Source: an optimization exercise on an open RTL-to-GDS flow (aim: small area). Production flows keep margins and buffers that such runs may drop. The RTL was checked by simulation tests, not by an equivalence proof against the original design. No driver is modelled on the clock port, so clocking that relies on it looks cheaper here than on a real chip. Power figures rest on the tool's default switching activity, not on a simulated workload.

<file path="flow/design.v">
`timescale 1ns / 1ps
module parking_meter(
    input clk,
    input rst,
    input add1,add2,add3,add4,rst1,rst2,
    output reg a1,a2,a3,a4,
    output reg [6:0] led_seg,
    output [3:0] val1,val2,val3,val4
    );
localparam INIT0 = 3'd0;   
localparam INIT1 = 3'd1;   
localparam A60   = 3'd2;
localparam A120  = 3'd3;
localparam A180  = 3'd4;
localparam A300  = 3'd5;
localparam CD    = 3'd6;   
localparam RSTX  = 3'd7;   
reg [2:0]  state;
reg [13:1] im1;             
reg        valid;
reg [13:0] timer;
reg        captured;
reg        ret;
reg [5:0]  m;               
reg [1:0]  flash;
wire tick2 = (m == 6'd49);
wire tick1 = tick2 & flash[0];
always @(posedge clk) begin
    if (rst) begin
        m <= 0;
        flash <= 2'd1;
    end else begin
        m <= tick2 ? 6'd0 : m + 6'd1;
        if (tick2) flash <= flash + 2'd1;
    end
end
wire [1:0] refresh = {m[1] ^ ~flash[0], m[0]};
wire one  = add1 & ~add2 & ~add3 & ~add4;
wire two  = ~add1 & add2 & ~add3 & ~add4;
wire thr  = ~add1 & ~add2 & add3 & ~add4;
wire four = ~add1 & ~add2 & ~add3 & add4;
wire press = one | two | thr | four;
wire [13:1] coin = one ? 13'd30 : two ? 13'd60 : thr ? 13'd90 : 13'd150;
wire [13:1] isum = im1 + coin;
always @(posedge clk) begin
    if (rst & ~rst1 & ~rst2) begin
        im1 <= 13'h1fff;
        state <= INIT0;
        valid <= 1'b0;
    end else if (~rst & rst1 & ~rst2) begin
        state <= RSTX;
        im1 <= 13'd7;       
        valid <= 1'b1;
    end else if (~rst & ~rst1 & rst2) begin
        state <= RSTX;
        im1 <= 13'd74;      
        valid <= 1'b1;
    end else begin
        case (state)
            INIT0, INIT1: begin
                if (press) begin
                    im1 <= isum;
                    valid <= 1'b1;
                    state <= one ? A60 : two ? A120 : thr ? A180 : A300;
                end else begin
                    state <= INIT1;
                end
            end
            A60:  if (~add1) state <= CD;
            A120: if (~add2) state <= CD;
            A180: if (~add3) state <= CD;
            A300: if (~add4) state <= CD;
            CD: begin
                if (press) begin
                    im1 <= isum;
                    valid <= 1'b1;
                    state <= one ? A60 : two ? A120 : thr ? A180 : A300;
                end else if (captured) begin
                    im1 <= 13'h1fff;
                    valid <= 1'b0;
                end else if (ret) begin
                    im1 <= 13'h1fff;
                    valid <= 1'b0;
                    state <= INIT0;
                end
            end
            RSTX: begin
                if (captured) begin
                    im1 <= 13'h1fff;
                    valid <= 1'b0;
                end else if (ret) begin
                    im1 <= 13'h1fff;
                    valid <= 1'b0;
                    state <= INIT0;
                end
            end
        endcase
    end
end
wire [13:0] d = timer + {im1, 1'b1};
wire tz = (timer == 14'd0);
wire dmax = &d;
wire sat = valid & ~dmax & (d >= 14'd9999);
always @(posedge clk) begin
    if (rst | rst1 | rst2) begin
        timer <= 0;
        captured <= 1'b0;
        ret <= 1'b0;
    end else if (tick1) begin
        captured <= valid;
        ret <= ~valid & tz & (state != INIT1);
        if (state == INIT1) timer <= 0;
        else if (sat) timer <= 14'd9999;
        else if (valid | ~tz) timer <= d;
    end
end
function [3:0] dd3(input [3:0] x);
    case (x)
        4'd5: dd3 = 4'd8;
        4'd6: dd3 = 4'd9;
        4'd7: dd3 = 4'd10;
        4'd8: dd3 = 4'd11;
        4'd9: dd3 = 4'd12;
        4'd10: dd3 = 4'd13;
        4'd11: dd3 = 4'd14;
        4'd12: dd3 = 4'd15;
        4'd13: dd3 = 4'd0;
        4'd14: dd3 = 4'd1;
        4'd15: dd3 = 4'd2;
        default: dd3 = x;
    endcase
endfunction
reg [29:0] t;
integer i;
always @(*) begin
    t = {16'd0, timer};
    for (i = 0; i < 14; i = i + 1) begin
        t[29:26] = dd3(t[29:26]);
        t[25:22] = dd3(t[25:22]);
        t[21:18] = dd3(t[21:18]);
        t[17:14] = dd3(t[17:14]);
        t = t << 1;
    end
end
assign {val4, val3, val2, val1} = t[29:14];
wire blank = tz ? flash[0] : ((timer <= 14'd180) & flash[1]);
reg [3:0] digit;
always @(*) begin
    case (refresh)
        2'd0: digit = val1;
        2'd1: digit = val2;
        2'd2: digit = val3;
        default: digit = val4;
    endcase
    a1 = blank | (refresh != 2'd0);
    a2 = blank | (refresh != 2'd1);
    a3 = blank | (refresh != 2'd2);
    a4 = blank | (refresh != 2'd3);
    case (digit)
        4'd0: led_seg = 7'b0000001;
        4'd1: led_seg = 7'b1001111;
        4'd2: led_seg = 7'b0010010;
        4'd3: led_seg = 7'b0000110;
        4'd4: led_seg = 7'b1001100;
        4'd5: led_seg = 7'b0100100;
        4'd6: led_seg = 7'b0100000;
        4'd7: led_seg = 7'b0001111;
        4'd8: led_seg = 7'b0000000;
        4'd9: led_seg = 7'b0000100;
        default: led_seg = 7'b0000001;
    endcase
end
endmodule
</file>
<file path="flow/flow/run.sh">
#!/bin/bash
# Layout flow: the standard ORFS flow, with area-oriented ABC runs in
# synthesis (flow/abc.script with five seeds, the smallest result kept by
# flow/multi_abc.tcl; registers are untouched: only the combinational mapping changes),
# the smallest buffer on the ports, and a clock tree of two buffers put in by
# flow/clock.tcl before CTS (TritonCTS is then given only the port net, which
# it skips).
set -euo pipefail
W=$(pwd)
F=$W/flow
# synthesis script: the standard flow's own, with ORFS synth.tcl's ABC call replaced by pm_multi_abc
sed 's|log_cmd abc {\*}$abc_args|pm_multi_abc $abc_args|' \
    $FLOW_HOME/scripts/synth.tcl > $W/pm_synth_core.tcl
grep -q pm_multi_abc $W/pm_synth_core.tcl
sed -i "1i source $F/multi_abc.tcl" $W/pm_synth_core.tcl
sed "s|\$::env(SCRIPTS_DIR)/synth.tcl|$W/pm_synth_core.tcl|" $W/synth_recipe.tcl > $W/pm_synth.tcl
grep -q pm_synth_core $W/pm_synth.tcl
PM_ABC_SCRIPTS=""
for seed in 0 1 2 3 4; do
  sed "s/SEED/$seed/" $F/abc.script > $W/abc_$seed.script
  PM_ABC_SCRIPTS="$PM_ABC_SCRIPTS $W/abc_$seed.script"
done
export PM_ABC_SCRIPTS
MK=(make -C $FLOW_HOME DESIGN_CONFIG=$FLOW_CONFIG WORK_HOME=$W/orfs CLKGATE_MAP_FILE=
    SYNTH_SCRIPT=$W/pm_synth.tcl ADDER_MAP_FILE=
    "BUFFER_PORTS_ARGS=-buffer_cell sky130_fd_sc_hd__buf_1"
    PRE_CTS_TCL=$F/clock.tcl
    "CTS_ARGS=-clk_nets clk -buf_list sky130_fd_sc_hd__clkbuf_16")
"${MK[@]}" synth > $W/synth.log 2>&1
"${MK[@]}" finish > $W/layout.log 2>&1
R=$W/orfs/results/$FLOW_PLATFORM/parking_meter/base
: # left out here: write the final layout as DEF
</file>
<file path="flow/flow/abc.script">
strash
&get -n
&deepsyn -T 60 -S SEED
&put
&get -n
&dch
&nf -R 1000
&put
topo
</file>
<file path="flow/flow/clock.tcl">
# Clock buffering done by hand: the clock port drives one root buffer, which
# drives a few leaf buffers, each driving the register clock pins of one region
# of the core. With a single sink on the port net, TritonCTS leaves it alone.
proc pm_clock_buffers { root_name master_name nclu } {
  set db [ord::get_db]
  set blk [ord::get_db_block]
  set clknet [$blk findNet clk]
  set master [$db findMaster $master_name]
  set sinks {}
  foreach it [$clknet getITerms] {
    set loc [[$it getInst] getLocation]
    lappend sinks [list [lindex $loc 0] [lindex $loc 1] $it]
  }
  # split the sinks into nclu groups: by y into rows, then by x
  set sinks [lsort -integer -index 1 $sinks]
  set n [llength $sinks]
  set nrow [expr {$nclu >= 4 ? 2 : 1}]
  set ncol [expr {$nclu / $nrow}]
  set groups {}
  set per_row [expr {int(ceil(double($n) / $nrow))}]
  for {set r 0} {$r < $nrow} {incr r} {
    set row [lsort -integer -index 0 [lrange $sinks [expr {$r * $per_row}] [expr {($r + 1) * $per_row - 1}]]]
    set m [llength $row]
    set per_col [expr {int(ceil(double($m) / $ncol))}]
    for {set c 0} {$c < $ncol} {incr c} {
      set g [lrange $row [expr {$c * $per_col}] [expr {($c + 1) * $per_col - 1}]]
      if {[llength $g] > 0} { lappend groups $g }
    }
  }
  set root [odb::dbInst_create $blk [$db findMaster $root_name] pm_clkroot]
  set rnet [odb::dbNet_create $blk pm_clk_root]
  $rnet setSigType CLOCK
  [$root findITerm A] connect $clknet
  [$root findITerm X] connect $rnet
  set k 0
  set rx 0; set ry 0
  foreach g $groups {
    set inst [odb::dbInst_create $blk $master pm_clkbuf_$k]
    set net [odb::dbNet_create $blk pm_clk_$k]
    $net setSigType CLOCK
    set xs 0; set ys 0
    foreach s $g {
      set xs [expr {$xs + [lindex $s 0]}]; set ys [expr {$ys + [lindex $s 1]}]
      set it [lindex $s 2]
      $it disconnect
      $it connect $net
    }
    [$inst findITerm A] connect $rnet
    [$inst findITerm X] connect $net
    set bx [expr {$xs / [llength $g]}]; set by [expr {$ys / [llength $g]}]
    set rx [expr {$rx + $bx}]; set ry [expr {$ry + $by}]
    $inst setLocation $bx $by
    $inst setPlacementStatus PLACED
    puts "pm_clock_buffers: $master_name pm_clkbuf_$k drives [llength $g] clock pins"
    incr k
  }
  $root setLocation [expr {$rx / $k}] [expr {$ry / $k}]
  $root setPlacementStatus PLACED
}

# a clkbuf_2 root and two clkbuf_16, each driving the registers of one half of the core
pm_clock_buffers sky130_fd_sc_hd__clkbuf_2 sky130_fd_sc_hd__clkbuf_16 2
set_propagated_clock [all_clocks]
</file>
<file path="flow/flow/multi_abc.tcl">
# Runs ABC once per script in PM_ABC_SCRIPTS on the same netlist and keeps the
# mapping with the smallest cell area. Only the combinational logic that ABC
# maps differs between the tries; registers and names are untouched.
proc pm_multi_abc { abc_args } {
  set best_area ""
  set best_script ""
  design -save pm_pre
  foreach s $::env(PM_ABC_SCRIPTS) {
    design -load pm_pre
    log_cmd abc -script $s {*}[lrange $abc_args 2 end]
    set st [tee -q -s result.string stat {*}$::lib_args]
    if { ![regexp {Chip area for module[^:]*: *([0-9.eE+]+)} $st -> area] } {
      error "pm_multi_abc: no area in stat output"
    }
    puts "pm_multi_abc: $s area $area"
    if { $best_area eq "" || $area < $best_area } {
      set best_area $area
      set best_script $s
      design -save pm_best
    }
  }
  design -load pm_best
  puts "pm_multi_abc: kept $best_script area $best_area"
}
</file>
<file path="flow/standard.sh">
#!/bin/bash
# synth_recipe.tcl (not shown) runs the flow's synth.tcl, then flattens the netlist and writes it again
# the make line also repeats each setting of config.mk as NAME=value (left out here)
make -C /OpenROAD-flow-scripts/flow DESIGN_CONFIG=/design/flow/config.mk WORK_HOME=/design/flow/orfs CLKGATE_MAP_FILE= SYNTH_SCRIPT=/design/flow/synth_recipe.tcl "${@:-finish}"
</file>
<file path="flow/config.mk">
export PLATFORM = sky130hd
export DESIGN_NAME = parking_meter
export DESIGN_NICKNAME = parking_meter
export VERILOG_FILES = /design/flow/design.v
export SDC_FILE = /design/flow/constraint.sdc
export NUM_CORES = 4
export LEC_CHECK = 0
export CAP_MARGIN = 20
export CORE_MARGIN = 2
export CORE_UTILIZATION = 40
export SLEW_MARGIN = 20
</file>
<file path="flow/constraint.sdc">
create_clock -name core_clock -period 20.0 [get_ports {clk}]
set_input_delay 4.0000 -clock core_clock [delete_from_list [all_inputs] [get_ports {clk}]]
set_output_delay 4.0000 -clock core_clock [all_outputs]
set_load 0.01 [all_outputs]
</file>
==> results_dict.tcl, run 1 <==
set metrics [dict create \
    run_status "complete, no violations" \
    routed-via-count 3645 \
    p_per_area_nw_per_um2 61.8 \
    headroom_to_the_max_slew_limit 0.465 \
    rows 34 \
    setup-tns-final_ns 0 \
    synth_to_layout_area_growth_pct 9.13 \
    gr-total-overflow 0 \
    grt_setup_unrepaired "no" \
    worstRegToRegCells 21 \
    final_common_cell "sky130_fd_sc_hd__nor2_1" \
    critical_path.reg2reg.endpoint "timer[0]" \
    first_pass_iters 4 \
    final_cell_area_um2 3800 \
    setup.worst_path.class "reg -> out" \
    drt_iter0_drc 143 \
    rrSetupSlack_ns 14.19 \
    clock_latency_ns 0.35 \
    critical_path.endpoint_type "output pin" \
    yosys.area_share.xor_xnor 0.118 \
    resized_gates_after_cts 0 \
    net_count_of_the_mapped_netlist 518 \
    p_total_uw 235 \
    final_max_slew_viol_count 0 \
    die_footprint_um2 9470 \
    layout_common_cells "sky130_fd_sc_hd__nor2_1 (79), sky130_fd_sc_hd__nand2_1 (69), sky130_fd_sc_hd__dfxtp_1 (41), sky130_fd_sc_hd__a21oi_1 (39), sky130_fd_sc_hd__buf_1 (34)" \
    synth_top_area_frac 0.236 \
    placed_cell_area_um2 3740 \
    crit_path_start_kind "flop" \
    io-pin-count 35 \
    post-dp-hpwl_um 6960 \
    floorplan.core_area_um2 8590 \
    final_hold_viol_count 0 \
    finish.net_count 557 \
    synth_top_cell_by_area "sky130_fd_sc_hd__dfxtp_1" \
    first_global_vias 3251 \
    start_util 0.405 \
    finalSetupViolations 0 \
    die_x_um 97.3 \
    yosys_register_bits 41 \
    ys_types 49 \
    die_h_um 97.3 \
    avgSynthCellArea_um2 6.83 \
    antenna_found_initial 0 \
    clock_skew_ns 0.00311 \
    ant_nets 0 \
    max_stage_delay_on_crit_path_ns 0.57 \
    hold_slack_ns 0.475 \
    cp_data_required_time_ns 16.00 \
    synth_fa_ha_area_frac 0.0201 \
    antenna_cells_inserted 0 \
    cp-endpoint "led_seg[6]" \
    dominant_combinational_cell_family_by_area_after_synthesis "simple AND/OR/NAND/NOR gates" \
    place_congestion 0.927 \
    grt_util_all_layers 0.175 \
    detail_route.vias_per_cell 5.56 \
    synth_top_cells_by_area "sky130_fd_sc_hd__dfxtp_1 (24%), sky130_fd_sc_hd__nor2_1 (8.5%), sky130_fd_sc_hd__nand2_1 (7.4%)" \
    cell_with_the_biggest_individual_delay_on_the_critical_path "sky130_fd_sc_hd__dfxtp_1" \
    port_buffers 34 \
    synth.cell_area_um2 3480 \
    totalWireLength_um 8600 \
    avgRoutedWirePerCell_um 13.1 \
    layout-drive-gt1-share 0.00731 \
    clock.fmax_mhz 75.8 \
    global_route_wire_length_before_repair_um 14700 \
    yosysSeqAreaShare 0.236 \
    synthSimpleGateAreaFrac 0.324 \
    ys_async_sr_fraction 0 \
    vdd.ir_drop.worst_mv 0.0633 \
    clk_pin_slew_ns 0.09 \
    synth_compound_area_frac 0.265 \
    final.period_utilization 0.660 \
    finalWorstPathRequiredPeriod_ns 13.19 \
    post_cts_setup_bufs 0 \
    synthMuxAreaShare 0.0115 \
    grt_max_degree 22 \
    worstHoldPathType "reg -> reg" \
    maxCapViolCount 0 \
    synth_edf_count 0 \
    share_of_the_core_filled_with_cells_in_the_final_layout 0.442 \
    post_cts_hold_buffer_count 0 \
    worst_pin_slew_ns 0.801 \
    synth_instances 510 \
    yosysWarningCount 1 \
    worstPathMaxFanout 13 \
    cp_data_arrival_time_ns 9.19 \
    crit_path_start "timer[13]" \
    ys_dominant_reg_cell "sky130_fd_sc_hd__dfxtp_1" \
    r2r_start "timer[1]" \
    post-route-drc-count 0 \
    static-leakage-power_nw 1.42 \
]
-- per-layer routing --
metal / GRT usage / up-vias / routed length (µm)
li1: - / 1913 / -
met1: 0.229 / 1649 / 4050
met2: 0.325 / 75 / 4150
met3: 0.0115 / 8 / 311
met4: 0.0182 / 0 / 95
met5: 0 / - / 0
-- worst max-delay path: cells and delay by family (launching register included) --
kind	cells	cell delay, ns
simple gates	12	2.53
flops	1	0.57
buf+inv	2	0.24
compound gates	15	4.28
xor+xnor	5	1.22
-- registers in the layout, indices dropped and copies added (netlist names) --
register	cells
timer	14
im1	13
m	6
state	3
flash	2
captured	1
ret	1
valid	1
-- stage by stage --
stage | worst slack (ns) | cells
finish | 6.81 | 655
CTS | 6.79 | 655
detailed placement | 7.21 | 652
global route | 5.64 | 655
global placement | 7.83 | 652
floorplan | 8.27 | 510
-- synth_stat cells, drive strengths merged (2+ instances only) --
| library cell | instances |
|---|---|
| a22o | 5 |
| a211o | 2 |
| a41oi | 3 |
| or2 | 7 |
| a21oi | 39 |
| a22oi | 3 |
| and3 | 6 |
| nand3 | 6 |
| nor2b | 19 |
| nand4 | 2 |
| a221oi | 2 |
| o22ai | 7 |
| nand2b | 12 |
| a211oi | 4 |
| maj3 | 7 |
| nand2 | 69 |
| o31ai | 4 |
| clkinv | 22 |
| nor3b | 4 |
| o32ai | 2 |
| o21a | 8 |
| xnor2 | 25 |
| mux2i | 4 |
| o21bai | 4 |
| dfxtp | 41 |
| nor2 | 79 |
| a21o | 3 |
| and2 | 9 |
| a32oi | 2 |
| o221ai | 3 |
| a31oi | 13 |
| nor3 | 22 |
| nor4 | 4 |
| o21ai | 32 |
| xor2 | 22 |
-- how the worst min path moves through the flow --
| stage | slack [ns] | depth (start not counted) | to | startpoint |
|---|---|---|---|---|
| 2_1_floorplan | 0.44 | 2 | captured | valid |
| 3_3_place_gp | 0.47 | 2 | im1[1] | im1[1] |
| 3_5_place_dp | 0.46 | 2 | im1[1] | im1[1] |
| 4_1_cts | 0.47 | 2 | im1[1] | im1[1] |
| 5_1_grt | 0.48 | 2 | im1[1] | im1[1] |
| 6_report | 0.47 | 2 | im1[1] | im1[1] |
-- cell families (layout without fill, tap and decap cells) --
kind of cell | count (synthesis) | count (layout)
buf+inv | 23 | 60
xor+xnor | 47 | 47
mux | 4 | 4
compound gates | 145 | 145
simple gates | 243 | 243
flops | 41 | 41
fa+ha+maj | 7 | 7
-- power breakdown --
group          leakage (nW)  internal (mW)  switching (mW)  total [mW]
registers             0.336         0.0937          0.0175       0.111
logic                  1.06         0.0357          0.0428      0.0786
clock network        0.0288         0.0192          0.0256      0.0449
-- final cells by class --
type	instances	area [µm²]
multi-input combinational	446	2570
sequential	41	821
timing repair buffer	35	135
buffer	3	55.1
fill	913	4790
tap	108	135
inverter	22	82.6
==> run 2, diff against run 1 <==
--- a/flow/design.v
+++ b/flow/design.v
@@ -5,4 +5,4 @@
     input add1,add2,add3,add4,rst1,rst2,
-    output reg a1,a2,a3,a4,
-    output reg [6:0] led_seg,
+    output a1,a2,a3,a4,
+    output [6:0] led_seg,
     output [3:0] val1,val2,val3,val4
@@ -116,2 +116,12 @@
 end
+wire [15:0] bcd;
+pm_bcd i_bcd (.bin(timer), .bcd(bcd));
+assign {val4, val3, val2, val1} = bcd;
+pm_disp i_disp (.bcd(bcd), .refresh(refresh), .tz(tz), .le180(timer <= 14'd180), .flash(flash),
+                .a1(a1), .a2(a2), .a3(a3), .a4(a4), .led_seg(led_seg));
+endmodule
+module pm_bcd(
+    input [13:0] bin,
+    output [15:0] bcd
+    );
 function [3:0] dd3(input [3:0] x);
@@ -135,3 +145,3 @@
 always @(*) begin
-    t = {16'd0, timer};
+    t = {16'd0, bin};
     for (i = 0; i < 14; i = i + 1) begin
@@ -144,4 +154,14 @@
 end
-assign {val4, val3, val2, val1} = t[29:14];
-wire blank = tz ? flash[0] : ((timer <= 14'd180) & flash[1]);
+assign bcd = t[29:14];
+endmodule
+module pm_disp(
+    input [15:0] bcd,
+    input [1:0] refresh,
+    input tz,
+    input le180,
+    input [1:0] flash,
+    output reg a1,a2,a3,a4,
+    output reg [6:0] led_seg
+    );
+wire blank = tz ? flash[0] : (le180 & flash[1]);
 reg [3:0] digit;
@@ -149,6 +169,6 @@
     case (refresh)
-        2'd0: digit = val1;
-        2'd1: digit = val2;
-        2'd2: digit = val3;
-        default: digit = val4;
+        2'd0: digit = bcd[3:0];
+        2'd1: digit = bcd[7:4];
+        2'd2: digit = bcd[11:8];
+        default: digit = bcd[15:12];
     endcase
--- a/flow/flow/run.sh
+++ b/flow/flow/run.sh
@@ -2,4 +2,6 @@
 # Layout flow: the standard ORFS flow, with area-oriented ABC runs in
-# synthesis (flow/abc.script with five seeds, the smallest result kept by
-# flow/multi_abc.tcl; registers are untouched: only the combinational mapping changes),
+# synthesis (flow/abc.script with three seeds, the smallest result kept by
+# flow/multi_abc.tcl; registers are untouched: only the combinational mapping
+# changes; the register-free modules pm_bcd and pm_disp are mapped on their own
+# and flattened afterwards, as the standard flow's synthesis script does),
 # the smallest buffer on the ports, and a clock tree of two buffers put in by
@@ -18,3 +20,3 @@
 PM_ABC_SCRIPTS=""
-for seed in 0 1 2 3 4; do
+for seed in 0 1 2; do
   sed "s/SEED/$seed/" $F/abc.script > $W/abc_$seed.script
@@ -24,3 +26,3 @@
 MK=(make -C $FLOW_HOME DESIGN_CONFIG=$FLOW_CONFIG WORK_HOME=$W/orfs CLKGATE_MAP_FILE=
-    SYNTH_SCRIPT=$W/pm_synth.tcl ADDER_MAP_FILE=
+    SYNTH_SCRIPT=$W/pm_synth.tcl ADDER_MAP_FILE= "SYNTH_KEEP_MODULES=pm_bcd pm_disp"
     "BUFFER_PORTS_ARGS=-buffer_cell sky130_fd_sc_hd__buf_1"
--- a/flow/flow/multi_abc.tcl
+++ b/flow/flow/multi_abc.tcl
@@ -11,3 +11,4 @@
     set st [tee -q -s result.string stat {*}$::lib_args]
-    if { ![regexp {Chip area for module[^:]*: *([0-9.eE+]+)} $st -> area] } {
+    if { ![regexp {Chip area for top module[^:]*: *([0-9.eE+]+)} $st -> area] &&
+         ![regexp {Chip area for module[^:]*: *([0-9.eE+]+)} $st -> area] } {
       error "pm_multi_abc: no area in stat output"
==> run 2 against run 1 <==
Compared with the run above: clock power fell by 4%; via count decreased by 4.5%; critical endpoint unchanged; wire length fell by 4.7%; power fell by 8.7%; setup slack worse by 0.44 ns; sequential share of layout area is 0.34 points higher.
==> results_dict.tcl, run 2 <==
set metrics [dict create \
    layout_common_cells "sky130_fd_sc_hd__nor2_1 (63), sky130_fd_sc_hd__nand2_1 (61), sky130_fd_sc_hd__a21oi_1 (45), sky130_fd_sc_hd__dfxtp_1 (41), sky130_fd_sc_hd__o21ai_0 (40)" \
    final_max_slew_viol_count 0 \
    post-dp-hpwl_um 6520 \
    routed-via-count 3482 \
    die_footprint_um2 9280 \
    avgRoutedWirePerCell_um 12.9 \
    synth_top_area_frac 0.241 \
    synth_top_cell_by_area "sky130_fd_sc_hd__dfxtp_1" \
    worstHoldPathType "reg -> reg" \
    max_flop_register "timer" \
    port_buffers 34 \
    grt_setup_unrepaired "no" \
    first_pass_iters 4 \
    yosys_register_bits 41 \
    cp_data_arrival_time_ns 9.63 \
    first_global_vias 3018 \
    finish.net_count 539 \
    largest_register_ffs 14 \
    layout-drive-gt1-share 0.0132 \
    gr-total-overflow 0 \
    worst_pin_slew_ns 0.861 \
    ant_nets 0 \
    yosysSeqAreaShare 0.241 \
    largestRegisters "timer: 14 flops, im1: 13 flops, m: 6 flops" \
    synth_top_cells_by_area "sky130_fd_sc_hd__dfxtp_1 (24%), sky130_fd_sc_hd__xnor2_1 (8.0%), sky130_fd_sc_hd__nor2_1 (6.9%)" \
    finalSetupViolations 0 \
    final_cell_area_um2 3740 \
    ys_async_sr_fraction 0 \
    drt_iter0_drc 134 \
    cp_data_required_time_ns 16.00 \
    rows 33 \
    netlist_top_cells_count "sky130_fd_sc_hd__nor2_1 (63), sky130_fd_sc_hd__nand2_1 (61), sky130_fd_sc_hd__a21oi_1 (45)" \
    synth.cell_area_um2 3410 \
    synth_edf_count 0 \
    synthMuxAreaShare 0.00880 \
    place_congestion 0.857 \
    headroom_to_the_max_slew_limit 0.417 \
    max_stage_delay_on_crit_path_ns 0.55 \
    worstPathMaxFanout 9 \
    setup.worst_path.class "reg -> out" \
    grt_max_degree 22 \
    dominant_combinational_cell_family_by_area_after_synthesis "simple AND/OR/NAND/NOR gates" \
    crit_path_start_kind "flop" \
    maxCapViolCount 0 \
    run_status "complete, no violations" \
    final_common_cell "sky130_fd_sc_hd__nor2_1" \
    ys_dominant_reg_cell "sky130_fd_sc_hd__dfxtp_1" \
    global_route_wire_length_before_repair_um 13400 \
    critPathMostFrequentCell "sky130_fd_sc_hd__nor2_1" \
    post_cts_hold_buffer_count 0 \
    detail_route.vias_per_cell 5.49 \
    static-leakage-power_nw 1.52 \
    avgSynthCellArea_um2 6.95 \
    placed_cell_area_um2 3680 \
    finalWorstPathRequiredPeriod_ns 13.63 \
    synth_fa_ha_area_frac 0.0176 \
    synth_instances 491 \
    synth_compound_area_frac 0.282 \
    clk_pin_slew_ns 0.08 \
    p_per_area_nw_per_um2 57.3 \
    clock_latency_ns 0.33 \
    io-pin-count 35 \
    resized_gates_after_cts 0 \
    setup-tns-final_ns 0 \
    final_hold_viol_count 0 \
    die_h_um 96.3 \
    synthSimpleGateAreaFrac 0.282 \
    die_x_um 96.3 \
    net_count_of_the_mapped_netlist 499 \
    critical_path.endpoint_type "output pin" \
    synth_to_layout_area_growth_pct 9.68 \
    cell_with_the_biggest_individual_delay_on_the_critical_path "sky130_fd_sc_hd__a21boi_0" \
    start_util 0.413 \
    post-route-drc-count 0 \
    yosysWarningCount 3 \
    hold_slack_ns 0.466 \
    clock_skew_ns 0.00467 \
    totalWireLength_um 8200 \
    antenna_cells_inserted 0 \
    yosys.area_share.xor_xnor 0.146 \
    vdd.ir_drop.worst_mv 0.0524 \
    antenna_found_initial 0 \
    yosys.cell_count.top_type "sky130_fd_sc_hd__nor2_1" \
    post_cts_setup_bufs 0 \
    grt_util_all_layers 0.173 \
    final.period_utilization 0.682 \
    clock.fmax_mhz 73.4 \
    floorplan.core_area_um2 8260 \
    ys_types 46 \
]
[run 2: Yosys stat by module (local to each module, per instance)]
| module | copies in the design | area, µm² | cells inside |
|---|---|---|---|
| pm_bcd | 1 | 1020 | 175 |
| parking_meter | 1 | 2180 | 274 |
| pm_disp | 1 | 214 | 42 |
[run 2: cell type report]
class	count	area, µm²
plain buffers	3	55.1
fillers	890	4520
inverters	18	67.6
multi-input cells	431	2520
flip-flops and latches	41	821
well taps	105	131
repair buffers	36	143
[run 2: kinds of logic (layout without fill, tap and decap cells)]
| logic type | after synthesis | in the layout |
|---|---|---|
| buffers and inverters | 19 | 57 |
| and+or+nand+nor | 210 | 210 |
| xor gates and xnor gates | 57 | 57 |
| muxes | 3 | 3 |
| adders and majority gates | 6 | 6 |
| DFF | 41 | 41 |
| AOI/OAI and AO/OA | 155 | 155 |
[run 2: final timing paths]
path         slack, ns  cells after the start          to  startpoint
max               6.37                     40  led_seg[6]   timer[13]
min               0.47                      1        m[5]        m[5]
max reg2reg      14.53                     19   timer[12]    timer[1]
min reg2reg       0.47                      1        m[5]        m[5]
[run 2: where the power goes]
part	switching, mW	internal, mW	total [mW]
Combinational	0.0349	0.0290	0.0639
Clock	0.0240	0.0192	0.0432
Sequential	0.0152	0.0918	0.107
[run 2: critical path: cells and delay by family, from the launching register on]
kind | cells | cell delay (ns)
DFF | 1 | 0.50
AOI/OAI and AO/OA | 14 | 3.78
and+or+nand+nor | 18 | 3.50
buffers and inverters | 2 | 0.31
xor gates and xnor gates | 6 | 1.21
[run 2: metrics by stage]
stage | util | cells | total power [mW] | setup slack (ns)
2_1_floorplan | - | 491 | 0.158 | 7.64
3_3_place_gp | 0.445 | 631 | 0.171 | 7.15
3_5_place_dp | 0.445 | 631 | 0.172 | 6.93
4_1_cts | 0.452 | 634 | 0.216 | 6.51
5_1_grt | 0.453 | 634 | 0.229 | 4.98
6_report | 0.453 | 634 | 0.214 | 6.37
[run 2: metal layers]
layer  global-route usage  vias up  routed length, µm
met2                0.327       57               4030
met4              0.00939        0                 25
li1                     -     1836                  -
met5                    0        -                  0
met3              0.00861        2                303
met1                0.225     1587               3840
==> run 3, diff against run 2 <==
--- a/flow/flow/run.sh
+++ b/flow/flow/run.sh
@@ -2,7 +2,8 @@
 # Layout flow: the standard ORFS flow, with area-oriented ABC runs in
-# synthesis (flow/abc.script with three seeds, the smallest result kept by
-# flow/multi_abc.tcl; registers are untouched: only the combinational mapping
-# changes; the register-free modules pm_bcd and pm_disp are mapped on their own
-# and flattened afterwards, as the standard flow's synthesis script does),
-# the smallest buffer on the ports, and a clock tree of two buffers put in by
+# synthesis (the register-free modules pm_bcd and pm_disp are kept apart until
+# the flattening at the end of the standard flow's synthesis script, and flow/multi_abc.tcl
+# maps each module with flow/abc.script under three seeds, keeping the smallest;
+# registers are untouched: only the combinational mapping changes; no buffer
+# is put on the one output that is a register output passed through),
+# the smallest buffer on the ports, and a clock tree of four buffers put in by
 # flow/clock.tcl before CTS (TritonCTS is then given only the port net, which
@@ -25,4 +26,5 @@
 export PM_ABC_SCRIPTS
+export PM_ABC_MODULES="pm_bcd pm_disp parking_meter"
 MK=(make -C $FLOW_HOME DESIGN_CONFIG=$FLOW_CONFIG WORK_HOME=$W/orfs CLKGATE_MAP_FILE=
-    SYNTH_SCRIPT=$W/pm_synth.tcl ADDER_MAP_FILE= "SYNTH_KEEP_MODULES=pm_bcd pm_disp"
+    SYNTH_SCRIPT=$W/pm_synth.tcl ADDER_MAP_FILE= "SYNTH_KEEP_MODULES=pm_bcd pm_disp" SYNTH_INSBUF=0
     "BUFFER_PORTS_ARGS=-buffer_cell sky130_fd_sc_hd__buf_1"
--- a/flow/flow/clock.tcl
+++ b/flow/flow/clock.tcl
@@ -60,4 +60,4 @@
 
-# a clkbuf_2 root and two clkbuf_16, each driving the registers of one half of the core
-pm_clock_buffers sky130_fd_sc_hd__clkbuf_2 sky130_fd_sc_hd__clkbuf_16 2
+# a clkbuf_2 root and three clkbuf_8, each driving the registers of a third of the core
+pm_clock_buffers sky130_fd_sc_hd__clkbuf_2 sky130_fd_sc_hd__clkbuf_8 3
 set_propagated_clock [all_clocks]
==> flow/flow/multi_abc.tcl (replaced) <==
# Maps each module of PM_ABC_MODULES on its own: ABC runs once per script in
# PM_ABC_SCRIPTS on that module's logic, and the mapping with the smallest cell
# area is kept. Only the combinational logic that ABC maps differs between the
# tries; registers and names are untouched.
proc pm_module_area { mod } {
  set st [tee -q -s result.string stat {*}$::lib_args $mod]
  if { ![regexp {Chip area for module[^:]*: *([0-9.eE+]+)} $st -> area] } {
    error "pm_multi_abc: no area for $mod in stat output"
  }
  return $area
}

proc pm_multi_abc { abc_args } {
  foreach mod $::env(PM_ABC_MODULES) {
    set best_area ""
    set best_script ""
    design -save pm_pre
    foreach s $::env(PM_ABC_SCRIPTS) {
      design -load pm_pre
      log_cmd abc -script $s {*}[lrange $abc_args 2 end] $mod
      set area [pm_module_area $mod]
      puts "pm_multi_abc: $mod $s area $area"
      if { $best_area eq "" || $area < $best_area } {
        set best_area $area
        set best_script $s
        design -save pm_best
      }
    }
    design -load pm_best
    puts "pm_multi_abc: $mod kept $best_script area $best_area"
  }
}
==> run 3 against run 2 <==
Compared with the run above: global-route usage is 0.44 points lower; first-iteration DRC count is 19% lower; fmax is 0.69% higher; critical endpoint unchanged.
==> results_dict.tcl, run 3 <==
set metrics [dict create \
    yosysWarningCount 3 \
    met3_wire_len_um 269 \
    crit_path_start "timer[13]" \
    rows 33 \
    ys_dominant_reg_cell "sky130_fd_sc_hd__dfxtp_1" \
    post-route-drc-count 0 \
    run_status "complete, no violations" \
    clock.fmax_mhz 73.9 \
    pre_cts_ws_ns 6.85 \
    max_flop_register "timer" \
    critPathMostFrequentCell "sky130_fd_sc_hd__nor2_1" \
    static-leakage-power_nw 1.47 \
    layout-drive-gt1-share 0.00962 \
    start_util 0.413 \
    synth_edf_count 0 \
    final_hold_viol_count 0 \
    synth_to_layout_area_growth_pct 9.06 \
    routed-via-count 3513 \
    critical_path.endpoint_type "output pin" \
    post-dp-hpwl_um 6420 \
    maxCapViolCount 0 \
    die_footprint_um2 9250 \
    layout_common_cells "sky130_fd_sc_hd__nor2_1 (58), sky130_fd_sc_hd__nand2_1 (58), sky130_fd_sc_hd__a21oi_1 (43), sky130_fd_sc_hd__dfxtp_1 (41), sky130_fd_sc_hd__o21ai_0 (40)" \
    worstPathMaxFanout 9 \
    port_buffers 34 \
    finalWorstPathRequiredPeriod_ns 13.54 \
    drt_iter0_drc 109 \
    largestRegisters "timer: 14 flops, im1: 13 flops, m: 6 flops" \
    worst_pin_slew_ns 0.879 \
    floorplan.core_area_um2 8220 \
    detail_route.vias_per_cell 5.62 \
    largest_register_ffs 14 \
    final.period_utilization 0.677 \
    max_stage_delay_on_crit_path_ns 0.56 \
    die_x_um 96.2 \
    antenna_cells_inserted 0 \
    rrSetupSlack_ns 14.51 \
    crit_path_start_kind "flop" \
    headroom_to_the_max_slew_limit 0.405 \
    global_route_wire_length_before_repair_um 13200 \
    io-pin-count 35 \
    worstHoldPathType "reg -> reg" \
    ant_nets 0 \
    cp_data_required_time_ns 16.00 \
    resized_gates_after_cts 0 \
    first_pass_iters 4 \
    grt_setup_unrepaired "no" \
    post_cts_hold_buffer_count 0 \
    avgSynthCellArea_um2 7.05 \
    p_per_area_nw_per_um2 60.0 \
    met2_length_um 3850 \
    net_count_of_the_mapped_netlist 490 \
    post_cts_setup_bufs 0 \
    clock_latency_ns 0.35 \
    vdd.ir_drop.worst_mv 0.0722 \
    grt_util_all_layers 0.168 \
    yosys_register_bits 41 \
    p_total_uw 222 \
    synth_top_area_frac 0.242 \
    highest_layer "met4" \
    clock_skew_ns 0.0161 \
    ys_types 44 \
    setup-tns-final_ns 0 \
    hold_start "flash[1]" \
    placed_cell_area_um2 3660 \
    antenna_found_initial 0 \
    r2r_start "timer[1]" \
    gr-total-overflow 0 \
    grt_max_degree 16 \
    routedLengthMet1_um 3790 \
    yosysSeqAreaShare 0.242 \
    netlist_top_cells_count "sky130_fd_sc_hd__nand2_1 (58), sky130_fd_sc_hd__nor2_1 (58), sky130_fd_sc_hd__a21oi_1 (43)" \
    filler_cell_count 880 \
    synth_instances 482 \
    clk_pin_slew_ns 0.09 \
    synth_top_cells_by_area "sky130_fd_sc_hd__dfxtp_1 (24%), sky130_fd_sc_hd__xnor2_1 (8.0%), sky130_fd_sc_hd__xor2_1 (6.7%)" \
    finish.net_count 530 \
    layout.cells.non_filler 625 \
    totalWireLength_um 7980 \
    die_h_um 96.2 \
    synth.cell_area_um2 3400 \
    final_max_slew_viol_count 0 \
    cell_with_the_biggest_individual_delay_on_the_critical_path "sky130_fd_sc_hd__a21boi_0" \
    final_cell_area_um2 3700 \
    cp_data_arrival_time_ns 9.54 \
    place_congestion 0.826 \
    setup.worst_path.class "reg -> out" \
    first_global_vias 3016 \
    avgRoutedWirePerCell_um 12.8 \
    ys_async_sr_fraction 0 \
    finalSetupViolations 0 \
    synth_top_cell_by_area "sky130_fd_sc_hd__dfxtp_1" \
    layout_setup_ws_ns 6.46 \
    place.detailed.instances 621 \
]
[run 3: cell count changes after synthesis, sizes merged, moves of 3 or more]
cell   delta
a31oi     +4
nand2     -3
nand3     -4
nor2      -5
nor3b     +3
[run 3: cell families (layout without fill, tap and decap cells)]
kind of cell | count (synthesis) | after routing | share of synthesized area
mux | 4 | 4 | 0.0118
compound gates | 158 | 158 | 0.291
buf+inv | 16 | 54 | 0.0177
flops | 41 | 41 | 0.242
xor+xnor | 57 | 57 | 0.147
simple gates | 200 | 200 | 0.273
fa+ha+maj | 6 | 6 | 0.0177
[run 3: routing by layer]
metal	up-vias	global-route usage
li1	1831	-
met1	1623	0.221
met2	54	0.314
met3	5	0.00783
met4	0	0.0143
met5	-	0
[run 3: critical path: cells and delay by family, from the launching register on]
family,cells,cell delay (ns)
compound gates,14,3.78
xor+xnor,6,1.17
buf+inv,2,0.29
flops,1,0.51
simple gates,18,3.44
[run 3: layout make-up]
class | count | area (µm²) | area share
Multi-Input combinational cell | 425 | 2520 | 0.680
Sequential cell | 41 | 821 | 0.222
Tap cell | 105 | 131 | 0.0355
Timing Repair Buffer | 34 | 128 | 0.0344
Inverter | 16 | 60.1 | 0.0162
Buffer | 4 | 46.3 | 0.0125
[run 3: Yosys stat by module (local to each module, per instance)]
| module | times used | cell area (µm²) |
|---|---|---|
| parking_meter | 1 | 2180 |
| pm_bcd | 1 | 1010 |
| pm_disp | 1 | 209 |
[run 3: final timing paths]
check / end / depth (start not counted)
setup / recovery: led_seg[6] / 40
hold / removal: flash[1] / 1
setup reg to reg: timer[0] / 18
hold reg to reg: flash[1] / 1
[run 3: metrics by stage]
step	utilization	hold WS (ns)
floorplan	-	0.438
global placement	0.445	0.469
detailed placement	0.445	0.473
CTS	0.451	0.489
global route	0.451	0.509
finish	0.451	0.498
[run 3: power breakdown]
group          switching (mW)  internal [mW]
sequential             0.0189         0.0944
clock                  0.0252         0.0149
combinational          0.0375         0.0314

what the ideal ports hide:
How much do the figures lean on ideal ports? The routed layouts below were timed once more, with nothing changed but the port constraints.
Step 1 assumes that a clkbuf_16 drives the clock port and a buf_2 every other input.
Step 2 moves the port delays by t, midway between the first and last clock arrival at a register: inputs arrive t later, outputs are due t later. That takes back most of the time a late clock gives input paths.
a / b / c = ideal ports / drivers / drivers and shift; a / b = the first two.
run	shift t [ns]	setup WS [ns]	clock arrival spread, ns
run 1	0.377	6.809 / 6.783 / 7.159	0.003 / 0.003
run 2	0.352	6.370 / 6.344 / 6.696	0.005 / 0.004
run 3	0.367	6.463 / 6.437 / 6.804	0.017 / 0.016
After both steps every run listed still meets setup and hold.
